Context: an optimization exercise on an open-source flow, tuned for small area and a short achievable clock period. The choices shown serve that exercise and are no tape-out recipe.
Only simulation tests tie the RTL to the original design; equivalence was not proved.
Power and IR drop assume default switching activity.

==> flow/design.v (excerpt) <==
module fpa(
  input  wire        clk,
  input  wire        reset,
  input  wire [11:0] A,
  input  wire [11:0] B,
  input  wire [11:0] C,
  input  wire [11:0] D,
  input  wire        pushin,
  output reg         pushout,
  output reg  [11:0] Z
);
Size: about 1200 cells after synthesis, ~64 I/O pins, ~9600 sq um of cells after synthesis.
Settings: LEC_CHECK=0, ABC_AREA=1, CAP_MARGIN=20, CORE_MARGIN=2, CORE_UTILIZATION=40, CTS_BUF_LIST=sky130_fd_sc_hd__clkbuf_8, SETUP_SLACK_MARGIN=2.6, SLEW_MARGIN=20; clock period 5.0 ns.
standard.sh (not shown) runs the stock make flow with config.mk's settings and CLKGATE_MAP_FILE= SYNTH_SCRIPT=/design/flow/synth_recipe.tcl, a recipe that flattens the netlist after the stock synthesis.
==> flow/flow/run.sh <==
#!/bin/bash
set -euo pipefail
export BUFFER_PORTS_ARGS="-buffer_cell sky130_fd_sc_hd__buf_1"
bash standard.sh > standard.log 2>&1
The baseline went through all stages and came out clean.
Edit:
Settings changed: CORE_UTILIZATION 40 to 30, SETUP_SLACK_MARGIN 2.6 to 2.7.
Sequential cell count is unchanged.
Setup slack gains 0.015 ns.
Cell count rises by 5.6%.
Power rises by about 2.6%.
Utilization falls by 11 points.
Non-clock buffer count rises by 8.
Via count rises by 0.55%.
Routed wire length rises by 2.7%.
Area after synthesis stays the same.
Edit:
==> flow/flow/run.sh (replaced) <==
#!/bin/bash
set -euo pipefail
export BUFFER_PORTS_ARGS="-buffer_cell sky130_fd_sc_hd__buf_1"
export CTS_ARGS="-sink_clustering_enable -repair_clock_nets -dont_use_dummy_load -buf_list sky130_fd_sc_hd__clkbuf_8"
bash standard.sh > standard.log 2>&1
Settings changed: CORE_UTILIZATION 30 to 40.
Outcome: Cell area went down by 1.9%; via count is lower by 0.48%; synthesized area does not change; sequential power barely changes; global-route usage rose by 3.3 points.
Edit:
==> flow/flow/run.sh (replaced) <==
#!/bin/bash
set -euo pipefail
export BUFFER_PORTS_ARGS="-buffer_cell sky130_fd_sc_hd__buf_1"
bash standard.sh > standard.log 2>&1
Settings changed: CORE_UTILIZATION 40 to 60, PLACE_DENSITY set to 0.75, SETUP_SLACK_MARGIN 2.7 to 2.5.
=>
- worst setup slack gets worse by 0.22 ns
- combinational power fell by about 5%
- total power rose by 2.0%
- count of clock-buffer cells in the layout increases by 2
Edit:
==> flow/run.sh (new file) <==
#!/bin/bash
# synth_recipe.tcl (not shown) runs the flow's synth.tcl, then flattens the netlist and writes it again
# the make line also repeats each setting of config.mk as NAME=value (left out here)
make -C /OpenROAD-flow-scripts/flow DESIGN_CONFIG=/design/flow/config.mk WORK_HOME=/design/flow/orfs CLKGATE_MAP_FILE= SYNTH_SCRIPT=/design/flow/synth_recipe.tcl finish
Settings changed: CORE_UTILIZATION 60 to 40, CTS_BUF_LIST sky130_fd_sc_hd__clkbuf_8 to unset, PLACE_DENSITY 0.75 to unset.
removed: flow/flow/run.sh
removed: flow/standard.sh
=>
- The new run completed with no timing, DRC or antenna violations
- global-route usage drops by 7.1 points
- routed wire length grows by about 3.7%
- first-iteration DRC count goes down by 15%
- power rose by 4.5%
- synthesized cell count stays the same
- setup slack gains 0.080 ns
- critical path depth went down by 3
- sequential power is about the same


The RTL this note starts from:
==> flow/design.v <==
module fpa(
  input  wire        clk,
  input  wire        reset,
  input  wire [11:0] A,
  input  wire [11:0] B,
  input  wire [11:0] C,
  input  wire [11:0] D,
  input  wire        pushin,
  output reg         pushout,
  output reg  [11:0] Z
);
  function automatic ge5(input [4:0] a, input [4:0] b);
    reg [4:0] g, n; reg g43, n43, g21, n21, g4_1, n4_1;
    begin
      g = ~a & b; n = ~(a & ~b);
      g43 = g[4] | (n[4] & g[3]);  n43 = n[4] & n[3];
      g21 = g[2] | (n[2] & g[1]);  n21 = n[2] & n[1];
      g4_1 = g43 | (n43 & g21);    n4_1 = n43 & n21;
      ge5 = ~(g4_1 | (n4_1 & g[0]));
    end
  endfunction
  wire [4:0] eA = A[10:6], eB = B[10:6], eC = C[10:6], eD = D[10:6];
  wire gAB = ge5(eA, eB), gAC = ge5(eA, eC), gAD = ge5(eA, eD);
  wire gBC = ge5(eB, eC), gBD = ge5(eB, eD), gCD = ge5(eC, eD);
  wire selA = gAB & gAC & gAD;
  wire selB = ~gAB & gBC & gBD;
  wire selC = ~gAC & ~gBC & gCD;
  wire selD = ~gAD & ~gBD & ~gCD;
  wire [4:0] mx0 = ({5{selA}} & eA) | ({5{selB}} & eB) | ({5{selC}} & eC) | ({5{selD}} & eD);
  reg [5:0] f1A, f1B, f1C, f1D;
  reg [4:0] e1A, e1B, e1C, e1D, mx1;
  reg [3:0] s1;
  reg       v1;
  always @(posedge clk) begin
    f1A <= A[5:0]; f1B <= B[5:0]; f1C <= C[5:0]; f1D <= D[5:0];
    e1A <= eA; e1B <= eB; e1C <= eC; e1D <= eD;
    s1  <= {A[11], B[11], C[11], D[11]};
    mx1 <= mx0;
    v1  <= reset ? 1'b0 : pushin;
  end
  function automatic [10:0] align(input [5:0] f, input [4:0] e, input [4:0] mx);
    reg [4:0] sh; reg [10:0] v;
    begin
      sh = mx - e;
      v = (|e) ? {1'b1, f, 4'b0000} : 11'd0;
      v = sh[0] ? {1'b0, v[10:1]} : v;
      v = sh[1] ? {2'b0, v[10:2]} : v;
      v = sh[2] ? {4'b0, v[10:4]} : v;
      v = sh[3] ? {8'b0, v[10:8]} : v;
      align = sh[4] ? 11'd0 : v;
    end
  endfunction
  reg [10:0] t2A, t2B, t2C, t2D;
  reg [3:0]  s2;
  reg [4:0]  mx2;
  reg        v2;
  always @(posedge clk) begin
    t2A <= align(f1A, e1A, mx1);
    t2B <= align(f1B, e1B, mx1);
    t2C <= align(f1C, e1C, mx1);
    t2D <= align(f1D, e1D, mx1);
    s2  <= s1;
    mx2 <= mx1;
    v2  <= reset ? 1'b0 : v1;
  end
  wire [2:0]  nn2 = 3'd0 - (s2[3] + s2[2] + s2[1] + s2[0]);
  wire [13:0] q0 = {nn2,  t2A ^ {11{s2[3]}}};
  wire [13:0] q1 = {3'b0, t2B ^ {11{s2[2]}}};
  wire [13:0] q2 = {3'b0, t2C ^ {11{s2[1]}}};
  wire [13:0] q3 = {3'b0, t2D ^ {11{s2[0]}}};
  wire [13:0] a1 = q0 ^ q1 ^ q2;
  wire [13:0] b1 = {(q0[12:0] & q1[12:0]) | (q0[12:0] & q2[12:0]) | (q1[12:0] & q2[12:0]), s2[3]};
  wire [13:0] a2 = a1 ^ b1 ^ q3;
  wire [13:0] b2 = {(a1[12:0] & b1[12:0]) | (a1[12:0] & q3[12:0]) | (b1[12:0] & q3[12:0]), s2[2]};
  reg [13:0] g3, p3;
  reg [1:0]  s3;
  reg [4:0]  mx3;
  reg        v3;
  always @(posedge clk) begin
    g3  <= a2 & b2;
    p3  <= a2 ^ b2;
    s3  <= s2[1:0];
    mx3 <= mx2;
    v3  <= reset ? 1'b0 : v2;
  end
  reg [13:0] G, P;
  reg [13:0] Gn, Pn;
  integer i, lv;
  always @* begin
    G = g3; P = p3;
    G[0] = g3[0] | (p3[0] & s3[1]);
    P[0] = 1'b0;
    for (lv = 1; lv < 16; lv = lv * 2) begin
      Gn = G; Pn = P;
      for (i = 0; i < 14; i = i + 1)
        if ((i & lv) != 0) begin
          Gn[i] = G[i] | (P[i] & G[(i & ~(lv - 1)) - 1]);
          Pn[i] = P[i] & P[(i & ~(lv - 1)) - 1];
        end
      G = Gn; P = Pn;
    end
  end
  wire [13:0] cin = {G[12:0], s3[1]};
  wire [13:0] S   = p3 ^ cin;
  wire        sgn = S[13];
  reg [12:0] W4;
  reg        ci4, sgn4;
  reg [4:0]  mx4;
  reg        v4;
  always @(posedge clk) begin
    W4   <= S[12:0] ^ {13{sgn}};
    ci4  <= s3[0] ^ sgn;
    sgn4 <= sgn;
    mx4  <= mx3;
    v4   <= reset ? 1'b0 : v3;
  end
  wire [12:0] M;
  genvar gk;
  assign M[0] = W4[0] ^ ci4;
  generate for (gk = 1; gk < 13; gk = gk + 1) begin : g_inc
    assign M[gk] = W4[gk] ^ (ci4 & (&W4[gk-1:0]));
  end endgenerate
  wire        wz = ~|W4;
  reg [3:0] lzw;
  integer q;
  always @* begin
    lzw = 4'd15;
    for (q = 0; q < 13; q = q + 1)
      if (W4[q]) lzw = 4'd12 - q;
  end
  wire d3 = lzw[3], d2 = lzw[2], d1 = lzw[1], d0 = lzw[0];
  wire [13:0] N1 = d3 ? {M[5:0], 8'd0} : {1'b0, M};
  wire [13:0] N2 = d2 ? {N1[9:0], 4'd0} : N1;
  wire [13:0] N3 = d1 ? {N2[11:0], 2'd0} : N2;
  wire [13:0] N4 = d0 ? {N3[12:0], 1'b0} : N3;
  reg        sgn5, nz5, ov5;
  reg [5:0]  fr5;
  reg [5:0]  k5;
  reg        v5;
  always @(posedge clk) begin
    sgn5 <= sgn4;
    nz5  <= ~wz | ci4;
    ov5  <= N4[13] | wz;             
    fr5  <= N4[13] ? 6'd0 : N4[11:6];
    k5   <= {1'b0, mx4} - {2'b00, (wz ? 4'd13 : lzw)};    
    v5   <= reset ? 1'b0 : v4;
  end
  wire [6:0] e7 = {k5[5], k5} + {6'd0, ov5} + 7'd2;
  wire zero  = ~nz5 | e7[6] | ~|e7[5:1];                    
  wire sathi = ~e7[6] & (e7[5] | &e7[4:0]);                  
  wire e30   = ~e7[6] & ~e7[5] & (e7[4:0] == 5'd30);
  wire sat   = sathi | (e30 & fr5[5] & fr5[4] & (|fr5[3:0]));
  wire [11:0] res = zero ? 12'h000 : sat ? {sgn5, 5'b11110, 6'b110000} : {sgn5, e7[4:0], fr5};
  always @(posedge clk) begin
    Z       <= res;
    pushout <= reset ? 1'b0 : v5;
  end
endmodule
==> flow/config.mk <==
export PLATFORM = sky130hd
export DESIGN_NAME = fpa
export DESIGN_NICKNAME = fpa
export VERILOG_FILES = /design/flow/design.v
export SDC_FILE = /design/flow/constraint.sdc
export NUM_CORES = 4
export LEC_CHECK = 0
export ABC_AREA = 1
export CAP_MARGIN = 20
export CORE_MARGIN = 2
export CORE_UTILIZATION = 50
export CTS_BUF_LIST = sky130_fd_sc_hd__clkbuf_8
export SETUP_SLACK_MARGIN = 2.7
export SLEW_MARGIN = 20
==> flow/constraint.sdc <==
create_clock -name core_clock -period 5.0 [get_ports {clk}]
set_input_delay 1.0000 -clock core_clock [delete_from_list [all_inputs] [get_ports {clk}]]
set_output_delay 1.0000 -clock core_clock [all_outputs]
set_load 0.01 [all_outputs]
==> flow/flow/run.sh <==
#!/bin/bash
set -euo pipefail
export BUFFER_PORTS_ARGS="-buffer_cell sky130_fd_sc_hd__buf_1"
export CTS_ARGS="-sink_clustering_enable -repair_clock_nets -dont_use_dummy_load -buf_list sky130_fd_sc_hd__clkbuf_8"
bash standard.sh > standard.log 2>&1
Then changed:
==> flow/flow/run.sh (replaced) <==
#!/bin/bash
set -euo pipefail
export BUFFER_PORTS_ARGS="-buffer_cell sky130_fd_sc_hd__buf_1"
export CTS_ARGS="-sink_clustering_enable -repair_clock_nets -dont_use_dummy_load -sink_clustering_levels 1 -buf_list sky130_fd_sc_hd__clkbuf_8"
bash standard.sh > standard.log 2>&1
- CORE_UTILIZATION: 50 -> 40
After rerunning: Critical path depth increases by 1. Wire length increases by 1.3%. Die area came out higher by 24%. Synthesized area is unchanged. Utilization went down by 11 points. Final area rose by 0.51%. Cell count goes up by 5.8%.
Then changed:
==> flow/flow/run.sh (replaced) <==
#!/bin/bash
set -euo pipefail
export BUFFER_PORTS_ARGS="-buffer_cell sky130_fd_sc_hd__buf_1"
export CTS_ARGS="-sink_clustering_enable -repair_clock_nets -dont_use_dummy_load -buf_list sky130_fd_sc_hd__clkbuf_8"
bash standard.sh > standard.log 2>&1
- CORE_UTILIZATION: 40 -> 50
- SETUP_SLACK_MARGIN: 2.7 -> 2.75
After rerunning: Routed wire length stays flat; critical path depth decreases by 1; register-to-register slack barely changes; design area increases by 1.2%; utilization increases by 12 points; worst hold slack degrades by 0.014 ns; power increases by 4.4%.
Then changed:
- CAP_MARGIN: 20 -> 10
- CORE_UTILIZATION: 50 -> 40
- SLEW_MARGIN: 20 -> 10
Wire length barely changes.
Power goes down by 3.5%.
Cell area shrinks by 0.48%.
Final cell count rises by 5.4%.
Synthesized area stays the same.
Die area increases by 24%.
Via count came out higher by 0.89%.

-- separate check: timing with driven ports --
No port has a modelled driver above. Below, the same layouts with a new extraction and two added sets of constraints.
Step 1, drivers: a clkbuf_16 drives clk and a buf_2 each remaining input, both assumed.
Step 2 moves the port delays by t, midway between the first and last clock arrival at a register: inputs arrive t later, outputs are due t later. That takes back most of the time a late clock gives input paths.
a / b / c = no drivers / after step 1 / after step 2; a / b = the first two.
run	t, ns	slack for setup (ns)	latest minus earliest clock arrival (ns)	worst data-port slew with drivers (ns)
the first run of note 1	0.504	2.702 / 2.702 / 2.403	0.019 / 0.020	0.03
the second run of note 1	0.516	2.717 / 2.717 / 2.338	0.016 / 0.015	0.04
the third run of note 1	0.472	2.734 / 2.734 / 2.461	0.041 / 0.040	0.03
the fourth run of note 1	0.489	2.519 / 2.519 / 2.242	0.016 / 0.016	0.04
the fifth run of note 1	0.468	2.599 / 2.612 / 2.144	0.013 / 0.013	0.04
the first run of note 2	0.482	2.817 / 2.817 / 2.495	0.045 / 0.045	0.04
the second run of note 2	0.493	2.808 / 2.808 / 2.373	0.051 / 0.051	0.03
the third run of note 2	0.479	2.809 / 2.809 / 2.499	0.045 / 0.045	0.04
the fourth run of note 2	0.494	2.844 / 2.844 / 2.516	0.052 / 0.052	0.03
After both steps every run listed still meets setup and hold. The setup slack of the fifth run of note 1, which loses most, moves by +0.013 ns with the drivers and by -0.455 ns with both steps.
